What follows belongs to an exercise in optimizing a design on an open flow for small area; a production flow would make more cautious choices.
In this exercise RTL edits were held to simulation tests only and were not proved equivalent to the original.
Power figures rest on the tool's default switching activity, not on a simulated workload.

==> trial 4 <==
==> flow/design.v <==
module rf_read(all, sel, out);
	input [511:0] all;
	input [3:0] sel;
	output reg [31:0] out;
	integer k;
	always @(*) begin
		out = 32'b0;
		for (k = 0; k < 16; k = k + 1)
			out = out | ({32{sel == k}} & all[32*k +: 32]);
	end
endmodule
module shifter(a, imm, left, out);
	input [31:0] a;
	input [11:0] imm;
	input left;
	output [31:0] out;
	integer k;
	reg [31:0] ar, s, so;
	always @(*) begin
		for (k = 0; k < 32; k = k + 1) ar[k] = a[31-k];
		s = (left ? ar : a) >> imm[4:0];
		for (k = 0; k < 32; k = k + 1) so[k] = s[31-k];
	end
	assign out = (|imm[11:5]) ? 32'b0 : (left ? so : s);
endmodule
module adder32(a, b, cin, s, g, p);
	input [31:0] a, b;
	input cin;
	output [31:0] s;
	output reg [31:0] g, p;    
	reg [31:0] G, P;
	integer i, d;
	always @(*) begin
		g = a & b;
		p = a ^ b;
		G = g;
		P = p;
		G[0] = g[0] | (p[0] & cin);
		for (d = 1; d < 32; d = d * 2)
			for (i = 2*d - 1; i < 32; i = i + 2*d) begin
				G[i] = G[i] | (P[i] & G[i-d]);
				P[i] = P[i] & P[i-d];
			end
		for (d = 8; d >= 1; d = d / 2)
			for (i = 3*d - 1; i < 32; i = i + 2*d) begin
				G[i] = G[i] | (P[i] & G[i-d]);
				P[i] = P[i] & P[i-d];
			end
	end
	assign s = p ^ {G[30:0], cin};
endmodule
module Single_Cycle_Computer(clk, rst, pc, instr, mem_addr, mem_wdata, mem_we, mem_rdata);
	input clk, rst;
	output reg [31:0] pc;
	input [31:0] instr;
	output [31:0] mem_addr, mem_wdata;
	output mem_we;
	input [31:0] mem_rdata;
	reg [32*15-1:0] regs;    
	reg [31:0] r15;          
	reg z;
	wire [3:0] cond = instr[31:28];
	wire [1:0] op   = instr[27:26];
	wire [5:0] funct = instr[25:20];
	wire [3:0] cmd  = funct[4:1];
	wire [3:0] rn = instr[19:16];
	wire [3:0] rd = instr[15:12];
	wire [3:0] rm = instr[3:0];
	wire [11:0] imm = instr[11:0];
	wire ex     = (cond == 4'b1110) | ((cond == 4'b0000) & z);
	wire dp     = (op == 2'b00) & ~funct[5];
	wire is_alu = dp & ((cmd == 4'b0100) | (cmd == 4'b0010) | (cmd == 4'b0000) | (cmd == 4'b1100));
	wire is_cmp = dp & (cmd == 4'b1010);
	wire is_sh  = (op == 2'b00) & funct[5] & ((cmd == 4'b0011) | (cmd == 4'b0001));
	wire is_mem = (op == 2'b01) & ~funct[5];
	wire is_ldr = is_mem & funct[0];
	wire is_str = is_mem & ~funct[0];
	wire wr     = ex & (is_alu | is_sh | is_ldr);
	wire br     = wr & (rd == 4'b1111);
	wire setz   = ex & (is_cmp | (is_alu & funct[0]));
	wire [3:0] ra2 = op[0] ? rd : rm;
	wire [31:0] a, b;
	rf_read port_a({r15, regs}, rn, a);
	rf_read port_b({r15, regs}, ra2, b);
	wire sub = ~op[0] & cmd[1];                        
	wire [31:0] bx = op[0] ? {20'b0, imm} : (b ^ {32{sub}});
	wire [31:0] sum, g, p;
	adder32 add(a, bx, sub, sum, g, p);
	wire [31:0] lg = g | (p & {32{cmd[3]}});          
	wire use_lg = cmd[2] ? cmd[3] : ~cmd[1];           
	wire [31:0] alu = use_lg ? lg : sum;
	wire [31:0] sh;
	shifter shift(a, imm, cmd[1], sh);
	wire [31:0] res = op[0] ? mem_rdata : (funct[5] ? sh : alu);
	wire [28:0] inc = pc[31:3] + 29'd1;
	wire [31:0] pc4 = {pc[2] ? inc : pc[31:3], ~pc[2], pc[1:0]};
	wire [31:0] pc8 = {inc, pc[2:0]};
	integer i;
	always @(posedge clk) begin
		if (rst) pc <= 32'b0;
		else pc <= br ? res : pc4;
		r15 <= pc8;
		if (setz) z <= (alu == 32'b0);
		for (i = 0; i < 15; i = i + 1)
			if (wr & (rd == i)) regs[32*i +: 32] <= res;
	end
	assign mem_addr = sum;
	assign mem_wdata = b;
	assign mem_we = ex & is_str;
endmodule
==> flow/flow/run.sh <==
#!/bin/bash
# Standard layout with two changes:
#  - ABC maps the logic with area-oriented scripts instead of ORFS's speed
#    script: flow/fast.abc for the adder (kept fast: it is on the critical
#    path), flow/area.abc for the other modules. Synthesis is otherwise
#    synth_recipe.tcl unchanged (see flow/my_synth.tcl).
#  - ports are buffered with buf_1 instead of the default delay cell.
# make's output goes to make.log; each ORFS step logs under orfs/logs.
set -euo pipefail
W=$PWD
sed -e "s#SYNTH_SCRIPT=[^ ]*#SYNTH_SCRIPT=$W/flow/my_synth.tcl#" standard.sh > my_standard.sh
export MY_ABC_SCRIPT=$W/flow/area.abc
export MY_ABC_AREA_MODS="Single_Cycle_Computer rf_read shifter"
export MY_ABC_FAST_SCRIPT=$W/flow/fast.abc
export MY_ABC_FAST_MODS="adder32"
bash my_standard.sh "BUFFER_PORTS_ARGS=-buffer_cell sky130_fd_sc_hd__buf_1" finish > make.log 2>&1
==> flow/flow/area.abc <==
strash
&get -n
&st
&dch
&nf -R 1000
&put
strash
&get -n
&st
&dch
&nf -R 1000
&put
strash
&get -n
&st
&dch
&nf -R 1000
&put
==> flow/flow/fast.abc <==
strash
&get -n
&st
&dch
&nf
&put
==> flow/flow/my_synth.tcl <==
# synth_recipe.tcl with one change: ABC's script is chosen per module.
# MY_ABC_SCRIPT maps the modules listed in MY_ABC_AREA_MODS (or the whole
# design if that is empty); MY_ABC_FAST_SCRIPT maps the modules listed in
# MY_ABC_FAST_MODS.
proc synth {args} { yosys synth -nofsm -noshare {*}$args }
proc abc_with_script {script argl sel} {
  set i [lsearch -exact $argl -script]
  if { $i >= 0 } { set argl [lreplace $argl [expr {$i+1}] [expr {$i+1}] $script] }
  yosys abc {*}$argl {*}$sel
}
proc abc {args} {
  set area [expr {[info exists ::env(MY_ABC_SCRIPT)] ? $::env(MY_ABC_SCRIPT) : ""}]
  set amods [expr {[info exists ::env(MY_ABC_AREA_MODS)] ? $::env(MY_ABC_AREA_MODS) : ""}]
  set fast [expr {[info exists ::env(MY_ABC_FAST_SCRIPT)] ? $::env(MY_ABC_FAST_SCRIPT) : ""}]
  set fmods [expr {[info exists ::env(MY_ABC_FAST_MODS)] ? $::env(MY_ABC_FAST_MODS) : ""}]
  if { $area eq "" } { yosys abc {*}$args; return }
  if { $fmods ne "" } { abc_with_script $fast $args $fmods }
  abc_with_script $area $args $amods
}
source $::env(SCRIPTS_DIR)/synth.tcl
# left out here: clear keep_hierarchy, flatten, clean up, hide names made inside functions, write 1_2_yosys.v
==> flow/standard.sh <==
#!/bin/bash
# synth_recipe.tcl (not shown) runs the flow's synth.tcl, then flattens the netlist and writes it again
# the make line also repeats each setting of config.mk as NAME=value (left out here)
make -C /OpenROAD-flow-scripts/flow DESIGN_CONFIG=/design/flow/config.mk WORK_HOME=/design/flow/orfs CLKGATE_MAP_FILE= SYNTH_SCRIPT=/design/flow/synth_recipe.tcl "${@:-finish}"
==> flow/config.mk <==
export PLATFORM = sky130hd
export DESIGN_NAME = Single_Cycle_Computer
export DESIGN_NICKNAME = Single_Cycle_Computer
export VERILOG_FILES = /design/flow/design.v
export SDC_FILE = /design/flow/constraint.sdc
export NUM_CORES = 4
export LEC_CHECK = 0
export CAP_MARGIN = 10
export CORE_MARGIN = 2
export CORE_UTILIZATION = 70
export CTS_BUF_LIST = sky130_fd_sc_hd__clkbuf_8
export CTS_CLUSTER_DIAMETER = 50
export CTS_CLUSTER_SIZE = 12
export SETUP_SLACK_MARGIN = 0.2
export SLEW_MARGIN = 10
export SYNTH_HIERARCHICAL = 1
==> flow/constraint.sdc <==
create_clock -name core_clock -period 11.0 [get_ports {clk}]
set_input_delay 2.2000 -clock core_clock [delete_from_list [all_inputs] [get_ports {clk}]]
set_output_delay 2.2000 -clock core_clock [all_outputs]
set_load 0.01 [all_outputs]
==> inputs of build 8, as changes to trial 4 <==
--- a/flow/design.v
+++ b/flow/design.v
@@ -23,30 +23,4 @@
 	end
 	assign out = (|imm[11:5]) ? 32'b0 : (left ? so : s);
-endmodule
-module adder32(a, b, cin, s, g, p);
-	input [31:0] a, b;
-	input cin;
-	output [31:0] s;
-	output reg [31:0] g, p;    
-	reg [31:0] G, P;
-	integer i, d;
-	always @(*) begin
-		g = a & b;
-		p = a ^ b;
-		G = g;
-		P = p;
-		G[0] = g[0] | (p[0] & cin);
-		for (d = 1; d < 32; d = d * 2)
-			for (i = 2*d - 1; i < 32; i = i + 2*d) begin
-				G[i] = G[i] | (P[i] & G[i-d]);
-				P[i] = P[i] & P[i-d];
-			end
-		for (d = 8; d >= 1; d = d / 2)
-			for (i = 3*d - 1; i < 32; i = i + 2*d) begin
-				G[i] = G[i] | (P[i] & G[i-d]);
-				P[i] = P[i] & P[i-d];
-			end
-	end
-	assign s = p ^ {G[30:0], cin};
 endmodule
 module Single_Cycle_Computer(clk, rst, pc, instr, mem_addr, mem_wdata, mem_we, mem_rdata);
@@ -85,7 +59,6 @@
 	wire sub = ~op[0] & cmd[1];                        
 	wire [31:0] bx = op[0] ? {20'b0, imm} : (b ^ {32{sub}});
-	wire [31:0] sum, g, p;
-	adder32 add(a, bx, sub, sum, g, p);
-	wire [31:0] lg = g | (p & {32{cmd[3]}});          
+	wire [31:0] sum = a + bx + {31'b0, sub};
+	wire [31:0] lg = cmd[3] ? (a | b) : (a & b);
 	wire use_lg = cmd[2] ? cmd[3] : ~cmd[1];           
 	wire [31:0] alu = use_lg ? lg : sum;
==> flow/flow/run.sh (replaced) <==
#!/bin/bash
# Standard layout, except that ABC maps the logic with flow/area.abc
# (area-oriented) instead of ORFS's speed script. Synthesis is otherwise
# synth_recipe.tcl unchanged (see flow/my_synth.tcl).
set -euo pipefail
W=$PWD
sed -e "s#SYNTH_SCRIPT=[^ ]*#SYNTH_SCRIPT=$W/flow/my_synth.tcl#" standard.sh > my_standard.sh
export MY_ABC_SCRIPT=$W/flow/area.abc
bash my_standard.sh > make.log 2>&1
==> flow/flow/area.abc (replaced) <==
strash
&get -n
&st
&dch
&nf -R 1000
&put
==> flow/flow/my_synth.tcl (replaced) <==
proc synth {args} { yosys synth -nofsm -noshare {*}$args }
proc abc {args} {
  if { [info exists ::env(MY_ABC_SCRIPT)] && $::env(MY_ABC_SCRIPT) ne "" } {
    set i [lsearch -exact $args -script]
    if { $i >= 0 } { set args [lreplace $args [expr {$i+1}] [expr {$i+1}] $::env(MY_ABC_SCRIPT)] }
  }
  yosys abc {*}$args
}
source $::env(SCRIPTS_DIR)/synth.tcl
# left out here: clear keep_hierarchy, flatten, clean up, hide names made inside functions, write 1_2_yosys.v
- CAP_MARGIN: 10 -> 20
- CORE_UTILIZATION: 70 -> 40
- CTS_BUF_LIST: sky130_fd_sc_hd__clkbuf_8 -> unset
- CTS_CLUSTER_DIAMETER: 50 -> unset
- CTS_CLUSTER_SIZE: 12 -> unset
- SLEW_MARGIN: 10 -> 20
removed: flow/flow/fast.abc
==> inputs of build 40, as changes to trial 4 <==
--- a/flow/design.v
+++ b/flow/design.v
@@ -2,11 +2,13 @@
 	input [511:0] all;
 	input [3:0] sel;
-	output reg [31:0] out;
+	output [31:0] out;
+	reg [255:0] l1; reg [127:0] l2; reg [63:0] l3;
 	integer k;
 	always @(*) begin
-		out = 32'b0;
-		for (k = 0; k < 16; k = k + 1)
-			out = out | ({32{sel == k}} & all[32*k +: 32]);
+		for (k = 0; k < 8; k = k + 1) l1[32*k +: 32] = sel[0] ? all[64*k+32 +: 32] : all[64*k +: 32];
+		for (k = 0; k < 4; k = k + 1) l2[32*k +: 32] = sel[1] ? l1[64*k+32 +: 32] : l1[64*k +: 32];
+		for (k = 0; k < 2; k = k + 1) l3[32*k +: 32] = sel[2] ? l2[64*k+32 +: 32] : l2[64*k +: 32];
 	end
+	assign out = sel[3] ? l3[63:32] : l3[31:0];
 endmodule
 module shifter(a, imm, left, out);
@@ -23,30 +25,4 @@
 	end
 	assign out = (|imm[11:5]) ? 32'b0 : (left ? so : s);
-endmodule
-module adder32(a, b, cin, s, g, p);
-	input [31:0] a, b;
-	input cin;
-	output [31:0] s;
-	output reg [31:0] g, p;    
-	reg [31:0] G, P;
-	integer i, d;
-	always @(*) begin
-		g = a & b;
-		p = a ^ b;
-		G = g;
-		P = p;
-		G[0] = g[0] | (p[0] & cin);
-		for (d = 1; d < 32; d = d * 2)
-			for (i = 2*d - 1; i < 32; i = i + 2*d) begin
-				G[i] = G[i] | (P[i] & G[i-d]);
-				P[i] = P[i] & P[i-d];
-			end
-		for (d = 8; d >= 1; d = d / 2)
-			for (i = 3*d - 1; i < 32; i = i + 2*d) begin
-				G[i] = G[i] | (P[i] & G[i-d]);
-				P[i] = P[i] & P[i-d];
-			end
-	end
-	assign s = p ^ {G[30:0], cin};
 endmodule
 module Single_Cycle_Computer(clk, rst, pc, instr, mem_addr, mem_wdata, mem_we, mem_rdata);
@@ -85,7 +61,6 @@
 	wire sub = ~op[0] & cmd[1];                        
 	wire [31:0] bx = op[0] ? {20'b0, imm} : (b ^ {32{sub}});
-	wire [31:0] sum, g, p;
-	adder32 add(a, bx, sub, sum, g, p);
-	wire [31:0] lg = g | (p & {32{cmd[3]}});          
+	wire [31:0] sum = a + bx + {31'b0, sub};
+	wire [31:0] lg = cmd[3] ? (a | b) : (a & b);
 	wire use_lg = cmd[2] ? cmd[3] : ~cmd[1];           
 	wire [31:0] alu = use_lg ? lg : sum;
==> flow/run.sh (new file) <==
#!/bin/bash
# synth_recipe.tcl (not shown) runs the flow's synth.tcl, then flattens the netlist and writes it again
# the make line also repeats each setting of config.mk as NAME=value (left out here)
make -C /OpenROAD-flow-scripts/flow DESIGN_CONFIG=/design/flow/config.mk WORK_HOME=/design/flow/orfs CLKGATE_MAP_FILE= SYNTH_SCRIPT=/design/flow/synth_recipe.tcl finish
- CAP_MARGIN: 10 -> 20
- CORE_UTILIZATION: 70 -> 40
- CTS_BUF_LIST: sky130_fd_sc_hd__clkbuf_8 -> unset
- CTS_CLUSTER_DIAMETER: 50 -> unset
- CTS_CLUSTER_SIZE: 12 -> unset
- SLEW_MARGIN: 10 -> 20
removed: flow/flow/run.sh
removed: flow/flow/area.abc
removed: flow/flow/fast.abc
removed: flow/flow/my_synth.tcl
removed: flow/standard.sh
==> comparison <==
Build 40 completed with no timing, DRC or antenna violations. Trial 4 produced a clean layout. Build 8 finished clean. Of trial 4 and build 8, build 8 has the higher power (gap about 20%, measured against build 8). Clock-buffer cell count: trial 4 < build 8 < build 40. Between build 40 and trial 4, the lower clock power is in trial 4 (gap 56%, measured against trial 4). First-iteration DRC count, highest first: trial 4, build 40, build 8. In trial 4 the setup slack is higher than in build 8, by 110 ps. Sequential power is about the same in trial 4 and build 8. Global-route usage: build 8 < build 40 < trial 4.

[what the ideal ports hide]
Ports are ideal in the flow. The routed layouts listed here were re-timed in OpenROAD.
Step 1 assumes that a clkbuf_16 drives the clock port and a buf_2 every other input.
Step 2 moves the port delays by t, midway between the first and last clock arrival at a register: inputs arrive t later, outputs are due t later. That takes back most of the time a late clock gives input paths.
Three values: ideal, step 1, step 2; two values: the first two.
run | t, ns | slack for setup (ns) | worst data-port slew with drivers (ns)
trial 4 | 0.723 | 0.484 / 0.461 / 0.461 | 0.05
build 8 | 0.659 | 0.378 / 0.335 / 0.335 | 0.07
build 40 | 0.648 | 0.669 / 0.638 / 0.638 | 0.08
After both steps every run listed still meets setup and hold. The setup slack of build 8, which loses most, moves by -0.043 ns with the drivers and by -0.043 ns with both steps.
